Source: an optimization exercise on an open RTL-to-GDS flow (aim: a short achievable clock period and few clock cycles). Production flows keep margins and buffers that such runs may drop. Only simulation tests tie the RTL to the original design; equivalence was not proved. No activity file was given, so power comes from the tool's default toggle rates.

===== design/flow/constraint.sdc =====
create_clock -name core_clock -period 10.0 [get_ports {clk}]
set_input_delay 2.0000 -clock core_clock [delete_from_list [all_inputs] [get_ports {clk}]]
set_output_delay 2.0000 -clock core_clock [all_outputs]
set_load 0.01 [all_outputs]

===== design/flow/config.mk =====
export PLATFORM = sky130hd
export DESIGN_NAME = mycpu_top
export DESIGN_NICKNAME = mycpu_top
export VERILOG_FILES = /design/flow/design.v
export SDC_FILE = /design/flow/constraint.sdc
export NUM_CORES = 4
export LEC_CHECK = 0
export CAP_MARGIN = 20
export CORE_MARGIN = 2
export CORE_UTILIZATION = 40
export PLACE_DENSITY = 0.6
export SLEW_MARGIN = 20

===== design/flow/run.sh =====
#!/bin/bash
# synth_recipe.tcl (not shown) runs the flow's synth.tcl, then flattens the netlist and writes it again
# the make line also repeats each setting of config.mk as NAME=value (left out here)
make -C /OpenROAD-flow-scripts/flow DESIGN_CONFIG=/design/flow/config.mk WORK_HOME=/design/flow/orfs CLKGATE_MAP_FILE= SYNTH_SCRIPT=/design/flow/synth_recipe.tcl finish

===== design/flow/design.v =====
`timescale 1ns / 1ps
module alu(
    input      [4:0]  op,
    input      [31:0] a, b,
    output reg [31:0] result,
    output reg        overflow
    );
    wire [4:0] t = a[4:0];
    always @(*) begin
        case (op)
            5'b10001: result = a + b;
            5'b10000: result = a + b;
            5'b10011: result = a - b;
            5'b10010: result = a - b;
            5'b10101: result = a | b;
            5'b10100: result = a & b;
            5'b11011: result = (a < b) ? 32'd1 : 32'd0;
            5'b11010: result = ($signed(a) < $signed(b)) ? 32'd1 : 32'd0;
            5'b11000: result = {b[15:0], 16'b0};
            5'b10111: result = ~(a | b);
            5'b10110: result = a ^ b;
            5'b00000: result = b << t;
            5'b00100: result = b << t;
            5'b00010: result = b >> t;
            5'b00110: result = b >> t;
            5'b00011: result = $unsigned($signed(b) >>> t);
            5'b00111: result = $unsigned($signed(b) >>> t);
            5'b01000: result = a;
            default:  result = 32'b0;
        endcase
        overflow = ((op == 5'b10000) && (a[31] == b[31]) && (result[31] != a[31])) ||
                   ((op == 5'b10010) && (a[31] != b[31]) && (result[31] != a[31]));
    end
endmodule
module regfile(
    input         clk, we,
    input  [4:0]  ra1, ra2, wa,
    input  [31:0] wd,
    output [31:0] rd1, rd2
    );
    reg [31:0] rf [31:1];
    always @(posedge clk)
        if (we && wa != 5'd0) rf[wa] <= wd;
    assign rd1 = (ra1 != 5'd0) ? rf[ra1] : 32'b0;
    assign rd2 = (ra2 != 5'd0) ? rf[ra2] : 32'b0;
endmodule
module mycpu_top(
    input clk, resetn, ext_int,
    input  [31:0] inst_sram_rdata, data_sram_rdata,
    output inst_sram_en,
    output data_sram_en,
    output [3:0]  inst_sram_wen, data_sram_wen,
    output [31:0] inst_sram_addr, inst_sram_wdata,
    output [31:0] data_sram_addr, data_sram_wdata,
    output [31:0] debug_wb_pc, debug_wb_rf_wdata,
    output [3:0]  debug_wb_rf_wen,
    output [4:0]  debug_wb_rf_wnum
    );
    wire rst = ~resetn;
    reg  [31:0] pc_f;
    wire [31:0] pc_next;
    wire        stall, exc;
    assign inst_sram_en    = resetn;
    assign inst_sram_wen   = 4'b0;
    assign inst_sram_wdata = 32'b0;
    assign inst_sram_addr  = pc_f & 32'h1fffffff;
    reg  [31:0] pc_d, ir_hold;
    reg         valid_d, stall_q;
    wire [31:0] ir = !valid_d ? 32'b0 : (stall_q ? ir_hold : inst_sram_rdata);
    wire [5:0] op    = ir[31:26];
    wire [4:0] rs    = ir[25:21];
    wire [4:0] rt    = ir[20:16];
    wire [4:0] rd    = ir[15:11];
    wire [4:0] shamt = ir[10:6];
    wire [5:0] func  = ir[5:0];
    wire R     = op == 6'b000000;
    wire addi  = op == 6'b001000;
    wire addiu = op == 6'b001001;
    wire slti  = op == 6'b001010;
    wire sltiu = op == 6'b001011;
    wire andi  = op == 6'b001100;
    wire ori   = op == 6'b001101;
    wire xori  = op == 6'b001110;
    wire lui   = op == 6'b001111;
    wire beq   = op == 6'b000100;
    wire bne   = op == 6'b000101;
    wire bgez  = op == 6'b000001 && rt == 5'b00001;
    wire bltz  = op == 6'b000001 && rt == 5'b00000;
    wire bgtz  = op == 6'b000111;
    wire blez  = op == 6'b000110;
    wire lb    = op == 6'b100000;
    wire lh    = op == 6'b100001;
    wire lw    = op == 6'b100011;
    wire lbu   = op == 6'b100100;
    wire lhu   = op == 6'b100101;
    wire sb    = op == 6'b101000;
    wire sh    = op == 6'b101001;
    wire sw    = op == 6'b101011;
    wire j     = op == 6'b000010;
    wire jal   = op == 6'b000011;
    wire mtc0  = op == 6'b010000 && rs == 5'b00100;
    wire mfc0  = op == 6'b010000 && rs == 5'b00000;
    wire jr    = R && func == 6'b001000;
    wire mfhi  = ir[31:16] == 16'b0 && shamt == 5'b0 && func == 6'b010000;
    wire mflo  = ir[31:16] == 16'b0 && shamt == 5'b0 && func == 6'b010010;
    wire is_load  = lb | lbu | lh | lhu | lw;
    wire is_store = sb | sh | sw;
    wire extop    = addi | addiu | slti | sltiu | is_load | is_store | beq | bne | bgez | bltz | bgtz | blez;
    wire [31:0] imm = extop ? {{16{ir[15]}}, ir[15:0]} : {16'b0, ir[15:0]};
    wire       d_regwrite = ((R & ~jr) | addi | addiu | slti | sltiu | andi | ori | xori | lui |
                             is_load | jal | mfc0);
    wire [4:0] d_dst      = jal ? 5'd31 : (R ? rd : rt);
    wire       d_alusrc2  = is_load | is_store | addi | addiu | slti | sltiu | andi | ori | xori | lui;
    wire       d_shamt    = R && (func == 6'b000000 || func[5:1] == 5'b00001);
    wire [2:0] d_memread  = lb ? 3'b001 : lbu ? 3'b101 : lh ? 3'b010 : lhu ? 3'b110 : lw ? 3'b011 : 3'b000;
    wire [1:0] d_memwrite = sb ? 2'b01 : sh ? 2'b10 : sw ? 2'b11 : 2'b00;
    reg  [4:0] d_aluop;
    always @(*) begin
        if (mfhi | mflo)      d_aluop = 5'b01000;
        else if (R)           d_aluop = {func[5], func[3:0]};
        else case (op)
            6'b001000: d_aluop = 5'b10000;
            6'b001001: d_aluop = 5'b10001;
            6'b001010: d_aluop = 5'b11010;
            6'b001011: d_aluop = 5'b11011;
            6'b001100: d_aluop = 5'b10100;
            6'b001101: d_aluop = 5'b10101;
            6'b001111: d_aluop = 5'b11000;
            6'b001110: d_aluop = 5'b10110;
            6'b000011: d_aluop = 5'b01000;
            default:   d_aluop = 5'b10001;
        endcase
    end
    wire [31:0] rf_a, rf_b;
    reg         wr_w;
    reg  [4:0]  dst_w;
    reg  [31:0] data_w, pc_w;
    regfile regfile1(clk, wr_w, rs, rt, dst_w, data_w, rf_a, rf_b);
    reg         wr_e, wr_m;
    reg  [4:0]  dst_e, dst_m;
    reg  [2:0]  memread_e, memread_m;
    wire [31:0] result_e, result_mem;
    reg [31:0] fa, fb;
    always @(*) begin
        if (rs == 5'd0)                     fa = 32'b0;
        else if (wr_e && dst_e == rs)       fa = result_e;
        else if (wr_m && dst_m == rs)       fa = result_mem;
        else if (wr_w && dst_w == rs)       fa = data_w;
        else                                fa = rf_a;
        if (rt == 5'd0)                     fb = 32'b0;
        else if (wr_e && dst_e == rt)       fb = result_e;
        else if (wr_m && dst_m == rt)       fb = result_mem;
        else if (wr_w && dst_w == rt)       fb = data_w;
        else                                fb = rf_b;
    end
    assign stall = (memread_e != 3'b000) && wr_e && dst_e != 5'd0 && (dst_e == rs || dst_e == rt);
    wire take = (beq && fa == fb) || (bne && fa != fb) ||
                (bgez && !fa[31]) || (bltz && fa[31]) ||
                (bgtz && !fa[31] && fa != 32'b0) || (blez && (fa[31] || fa == 32'b0));
    wire [31:0] pc_d4 = pc_d + 32'd4;
    wire [31:0] target = take ? pc_d4 + {imm[29:0], 2'b00} :
                         jr   ? fa : {pc_d[31:28], ir[25:0], 2'b00};
    wire redirect = take | j | jal | jr;
    wire [31:0] opa_d = jal ? pc_d + 32'd8 : (mfhi | mflo) ? 32'b0 :
                        d_shamt ? {27'b0, shamt} : fa;
    wire [31:0] rtv_d = (jal | mfhi | mflo) ? 32'b0 : fb;
    reg  [31:0] pc_e, opa_e, rtv_e, imm_e;
    reg  [4:0]  aluop_e;
    reg  [1:0]  memwrite_e;
    reg         alusrc2_e, mtc0_e, mfc0_e;
    reg  [4:0]  cp0sel_e;
    reg  [31:0] badvaddr, status, cause, epc;
    wire [31:0] alu_out;
    wire        ovf;
    alu alu1(aluop_e, opa_e, alusrc2_e ? imm_e : rtv_e, alu_out, ovf);
    assign exc = ovf;
    reg [31:0] cp0_rdata;
    always @(*) begin
        case (cp0sel_e)
            5'd8:    cp0_rdata = badvaddr;
            5'd12:   cp0_rdata = status;
            5'd13:   cp0_rdata = cause;
            5'd14:   cp0_rdata = epc;
            default: cp0_rdata = 32'b0;
        endcase
    end
    assign result_e = mfc0_e ? cp0_rdata : alu_out;
    reg [3:0]  wen_e;
    reg [31:0] wdata_e;
    always @(*) begin
        wen_e = 4'b0000;
        wdata_e = 32'b0;
        case (memwrite_e)
            2'b01: begin
                wdata_e = rtv_e << {alu_out[1:0], 3'b000};
                wen_e   = 4'b0001 << alu_out[1:0];
            end
            2'b10: begin
                wdata_e = rtv_e << {alu_out[1:0], 3'b000};
                wen_e   = (alu_out[1:0] == 2'b11) ? 4'b0000 : (4'b0011 << alu_out[1:0]);
            end
            2'b11: begin
                wdata_e = rtv_e;
                wen_e   = 4'b1111;
            end
            default: ;
        endcase
    end
    assign data_sram_en    = 1'b1;
    assign data_sram_wen   = wen_e;
    assign data_sram_wdata = wdata_e;
    assign data_sram_addr  = alu_out & 32'h1fffffff;
    reg [31:0] result_m, pc_m;
    reg [31:0] ld;
    always @(*) begin
        case (memread_m)
            3'b001: case (result_m[1:0])
                2'b00: ld = {{24{data_sram_rdata[7]}},  data_sram_rdata[7:0]};
                2'b01: ld = {{24{data_sram_rdata[15]}}, data_sram_rdata[15:8]};
                2'b10: ld = {{24{data_sram_rdata[23]}}, data_sram_rdata[23:16]};
                default: ld = {{24{data_sram_rdata[31]}}, data_sram_rdata[31:24]};
            endcase
            3'b101: case (result_m[1:0])
                2'b00: ld = {24'b0, data_sram_rdata[7:0]};
                2'b01: ld = {24'b0, data_sram_rdata[15:8]};
                2'b10: ld = {24'b0, data_sram_rdata[23:16]};
                default: ld = {24'b0, data_sram_rdata[31:24]};
            endcase
            3'b010: case (result_m[1:0])
                2'b00: ld = {{16{data_sram_rdata[15]}}, data_sram_rdata[15:0]};
                2'b01: ld = {{16{data_sram_rdata[23]}}, data_sram_rdata[23:8]};
                default: ld = {{16{data_sram_rdata[31]}}, data_sram_rdata[31:16]};
            endcase
            3'b110: case (result_m[1:0])
                2'b00: ld = {16'b0, data_sram_rdata[15:0]};
                2'b01: ld = {16'b0, data_sram_rdata[23:8]};
                default: ld = {16'b0, data_sram_rdata[31:16]};
            endcase
            3'b011:  ld = data_sram_rdata;
            default: ld = result_m;
        endcase
    end
    assign result_mem = ld;
    assign debug_wb_pc       = pc_w;
    assign debug_wb_rf_wen   = {4{wr_w}};
    assign debug_wb_rf_wnum  = dst_w;
    assign debug_wb_rf_wdata = data_w;
    assign pc_next = exc ? 32'hbfc00380 : stall ? pc_f : redirect ? target : pc_f + 32'd4;
    always @(posedge clk) begin
        if (rst) begin
            pc_f    <= 32'hbfc00000;
            pc_d    <= 32'b0;
            valid_d <= 1'b0;
            stall_q <= 1'b0;
            ir_hold <= 32'b0;
        end else begin
            pc_f    <= pc_next;
            ir_hold <= ir;
            stall_q <= stall & ~exc;
            if (exc) begin
                valid_d <= 1'b0;
            end else if (!stall) begin
                pc_d    <= pc_f;
                valid_d <= 1'b1;
            end
        end
    end
    always @(posedge clk) begin
        if (rst || exc || stall) begin
            wr_e       <= 1'b0;
            dst_e      <= 5'b0;
            memread_e  <= 3'b0;
            memwrite_e <= 2'b0;
            mtc0_e     <= 1'b0;
            mfc0_e     <= 1'b0;
            aluop_e    <= 5'b01000;
            opa_e      <= 32'b0;
        end else begin
            wr_e       <= d_regwrite;
            dst_e      <= d_dst;
            memread_e  <= d_memread;
            memwrite_e <= d_memwrite;
            mtc0_e     <= mtc0;
            mfc0_e     <= mfc0;
            aluop_e    <= d_aluop;
            opa_e      <= opa_d;
        end
        pc_e      <= pc_d;
        rtv_e     <= rtv_d;
        imm_e     <= imm;
        alusrc2_e <= d_alusrc2;
        cp0sel_e  <= rd;
    end
    always @(posedge clk) begin
        if (rst) begin
            badvaddr <= 32'b0;
            status   <= 32'b0;
            cause    <= 32'b0;
            epc      <= 32'b0;
        end else if (exc) begin
            status   <= 32'h00400002;
            cause    <= {25'b0, 5'h0c, 2'b00};
            epc      <= pc_e;
        end else if (mtc0_e) begin
            case (cp0sel_e)
                5'd8:  badvaddr <= rtv_e;
                5'd12: status   <= rtv_e;
                5'd13: cause    <= rtv_e;
                5'd14: epc      <= rtv_e;
                default: ;
            endcase
        end
    end
    always @(posedge clk) begin
        if (rst || exc) begin
            wr_m      <= 1'b0;
            dst_m     <= 5'b0;
            memread_m <= 3'b0;
        end else begin
            wr_m      <= wr_e;
            dst_m     <= dst_e;
            memread_m <= memread_e;
        end
        result_m <= result_e;
        pc_m     <= pc_e;
    end
    always @(posedge clk) begin
        if (rst) begin
            wr_w  <= 1'b0;
            dst_w <= 5'b0;
        end else begin
            wr_w  <= wr_m;
            dst_w <= dst_m;
        end
        data_w <= result_mem;
        pc_w   <= pc_m;
    end
endmodule

==> flow_summary_export.csv <==
group,metric,value,unit
worst_hold_path,hold_start,"pc_m[4]",
sta,finalSetupViolations,0,
grt,grtUsageTotal,41.7,%
pwr,p_comb_share,34.4,%
finish,final_cell_mix,"nand2_1 (1,378), edfxtp_1 (992), nor2_1 (553)",
worst_setup_path,required,8.00,ns
worst_setup_path,r2r_start,"alusrc2_e",
floorplan,pin_count,278,
worst_hold_path,hold_path_end,"pc_w[4]",
yosys,synth_area_leader_cell,"edfxtp_1",
sta,hold_violations,0,
pwr,switching_share,39.9,%
floorplan,row_count,171,
pwr,leakage,35.0,nW
finish,fin_util,45.7,%
worst_setup_path,rr_endpoint,"pc_f[4]",
routing,ant_nets,0,
yosys,synth_ff_type,"edfxtp_1",
placement,place_congestion,1.07,
sta,skew,0.0714,ns
pwr,switchingPower,0.00867,W
pwr,p_int,0.0130,W
routing,wl,480,mm
routing,drt_iter0_markers,13300,
clock_network,cts_tree,"done",
pwr,p_per_area,219,nW/um^2
finish,finalInstanceArea,98900,sq um
clock_network,clock_path_buffers,3,
pwr,vdd_ir_drop_max,0.000195,V
worst_setup_path,cpMaxStageDelayCell,"a2111oi_0",
clock_network,cts-buffers-inserted,165,
finish,final_nets,9356,
pwr,clkPwrFrac,29.4,%
yosys,synth-seq-area-share,45.8,%
worst_hold_path,hp-class,"reg2reg",
grt,antenna_found_initial,49,
clock_network,postCtsSetupBuffers,0,
finish,finalNonFillerCells,12100,
placement,place_inst,11800,
clock_network,clk_pin_slew,0.06,ns
worst_setup_path,worstSetupPathType,"reg2out",
sta,finalSetupTns,0,ns
sta,layout_setup_ws,0.292,ns
sta,grt_setup_unrepaired,"false",
sta,fmax,103,MHz
worst_setup_path,worst-r2r-cell-count,22,
placement,place.port_buffers,233,
worst_setup_path,cp_max_fo,34,
worst_setup_path,path_cells,"buf_4 -> o21ai_0 -> ha_1 -> nor2_1 -> a221o_1 -> o41ai_1 -> a32o_1 -> a2111oi_0 -> o31a_1 -> clkinv_1 -> o21ai_1 -> nor2b_1 -> and2_1 -> clkdlybuf4s50_1",
clock_network,htree_num_levels,4,
grt,overflow,0,
worst_setup_path,arrival,7.71,ns
routing,avgRoutedWirePerCell,39.5,microns
routing,vias,84200,
yosys,syn_inst,9063,
floorplan,coreArea,217000,sq um
sta,finalWorstPathRequiredPeriod,9.71,ns
yosys,ys_seq_elements,1494,
routing,drc,0,
job,drv_cap,0,
finish,layout_commonest_cell,"nand2_1",
floorplan,initial_core_util,40.2,%
routing,vias_per_cell,6.94,
worst_setup_path,crit_path_max_incr_delay,0.99,ns
placement,pre_cts_ws,0.797,ns
sta,relSlewSlack,9.22,%
clock_network,clkSinkCount,1494,
yosys,ys_top_cells_by_area,"edfxtp_1 (34%), dfxtp_1 (12%), nand2_1 (6.0%)",
placement,place_hpwl,327,mm
worst_hold_path,min_path_cells,0,
placement,placed_cell_area,93200,sq um
status,status,"complete, no violations",
worst_setup_path,cp-end-kind,"output pin",
sta,worstMarginPinSlew,1.34,ns
clock_network,hold_buffers,0,
yosys,async_flop_share,0,%
sta,final_max_slew_viol_count,0,
finish,area_delta_synth_final,13.6,%
yosys,avgSynthCellArea,9.61,sq um
clock_network,cts_resized,0,
grt,first_global_vias,77600,
grt,grt_pass1_wl,649,mm
clock_network,clk_latency,0.88,ns
finish,drive_gt1_share,12.1,%
yosys,ys_warn_count,3,
finish,fillers,20500,
routing,drt_pass1_iterations,7,
yosys,synth_edf_count,992,
clock_network,ctsRootBufferMaster,"clkbuf_16",
worst_setup_path,crit_path_start_kind,"flip-flop",
floorplan,die_w,471,microns
yosys,synth_top_cell_area_share,34.2,%
yosys,syn-cell-area,87100,sq um
sta,min_period_over_period,97.1,%
pwr,power_frac_seq,36.2,%
floorplan,die_h,471,microns
worst_setup_path,reg2reg_slack,1.17,ns
floorplan,die-area,221000,sq um
grt,grt_max_degree,108,
yosys,synthDistinctLibCells,129,
==> routing by layer <==
layer,GRT usage [%],vias to the layer above,routed length (microns)
li1,-,34200,-
met1,49.0,41400,167000
met2,62.9,6750,207000
met3,11.8,1885,55600
met4,35.5,30,49200
met5,0.368,-,220
==> power by group through the flow <==
| stage | registers, W | clock network (W) | logic [W] |
|---|---|---|---|
| floorplan | 0.00789 | 0 | 0.00352 |
| finish | 0.00785 | 0.00639 | 0.00746 |
| CTS | 0.00781 | 0.00640 | 0.00708 |
| global route | 0.00785 | 0.00665 | 0.00760 |
| detailed placement | 0.00794 | 0 | 0.00705 |
| global placement | 0.00794 | 0 | 0.00704 |
==> registers in the layout, summed over array words and instances, names as in the netlist, 3 cells and up, named ones only <==
signal and flops:
aluop_e 5, badvaddr 32, cause 32, cp0sel_e 4
data_w 32, dst_e 5, dst_m 5, dst_w 5
epc 32, imm_e 14, ir_hold 32, memread_e 3
memread_m 3, opa_e 32, pc_d 32, pc_e 32
pc_f 30, pc_m 32, pc_w 32, regfile1.rf 992
result_m 32, rtv_e 32, status 32
==> cell usage after synthesis, drive strengths merged, types with 21 or more instances <==
master	instances
a31oi	177
nor2	604
dfxtp	502
ha	171
nor2b	54
xnor2	90
a21o	34
mux2i	351
and3	206
a311oi	112
o31ai	31
and2	61
or3	31
edfxtp	992
xor2	32
a22o	47
nor4	74
nand3	429
a2111oi	26
clkbuf	390
a211oi	210
o22ai	127
a31o	21
or2	27
nand2b	43
a221o	25
inv	192
nand4	92
a21oi	555
mux4	126
o211ai	95
o2111ai	24
o221ai	44
a32oi	46
a211o	27
o21a	23
nor3	183
nand2	1388
o311ai	21
a22oi	143
a221oi	49
buf	423
o21ai	360
mux2	83
==> per-stage QoR <==
stage,total power [W],hold WS [ns]
after global routing,0.0221,0.330
after global placement,0.0150,0.313
final,0.0217,0.326
after detailed placement,0.0150,0.312
after CTS,0.0213,0.327
after floorplan,0.0114,0.310
==> area by class of cell <==
class	count	area, sq um	area share, %
clock inverter	100	1230	1.25
sequential	1494	39900	40.3
inverter	199	752	0.760
multi-input combinational	6598	43300	43.7
tap	2854	3570	3.61
clock buffer	204	4430	4.48
antenna	27	67.6	0.0683
timing repair buffer	657	5770	5.83
==> worst max-delay path, delay by kind of cell, from the launching register on <==
kind	cells	cell delay (ns)
adders and majority gates	1	0.75
and+or+nand+nor	3	0.81
buffers and inverters	3	1.36
DFF	1	0.72
AOI/OAI and AO/OA	7	3.18
==> worst max path at each step <==
stage | from | endpoint | slack, ns | depth (start not counted)
after global routing | alusrc2_e | data_sram_wdata[4] | 0.19 | 18
final | alusrc2_e | data_sram_wdata[4] | 0.29 | 14
after detailed placement | inst_sram_rdata[23] | pc_f[4] | 0.80 | 19
after CTS | alusrc2_e | data_sram_wdata[4] | 0.64 | 14
after global placement | inst_sram_rdata[23] | pc_f[4] | 0.79 | 19
after floorplan | inst_sram_rdata[18] | pc_f[30] | 3.43 | 21
==> kinds of logic (layout without fill, tap and decap cells) <==
family                   Yosys count  count (layout)  synth area share, %
AND/OR/NAND/NOR                 3322            3322                 17.9
AO/OA/AOI/OAI                   2376            2376                 18.6
flip-flops                      1494            1494                 45.8
buffers and inverters           1012            1160                 5.46
multiplexers                     560             560                 8.49
adder cells (fa/ha/maj)          175             175                 2.54
XOR/XNOR                         122             122                 1.23
other                              2              70              0.00863
Testbench counts, summed over its fixed seeds: cycles 95,563.

==> static timing again, ports no longer ideal <==
No port has a modelled driver above. Below, the same layout with a new extraction and two added sets of constraints.
Step 1 assumes that a clkbuf_16 drives the clock port and a buf_2 every other input.
Step 2 also shifts input and output timing later by t, the mid clock arrival at the registers, as if the neighbouring blocks saw the same clock.
Slacks: no drivers / after step 1 / after step 2; pairs: no drivers / after step 1.
shift t [ns]: 0.934
setup slack, ns: 0.292 / 0.206 / 0.329
worst setup path at the end: input to register
clock arrival spread, ns: 0.072 / 0.072
After both steps setup and hold are still met in this run. For this run, drivers alone change the setup slack by -0.086 ns; drivers and shift together by +0.037 ns.
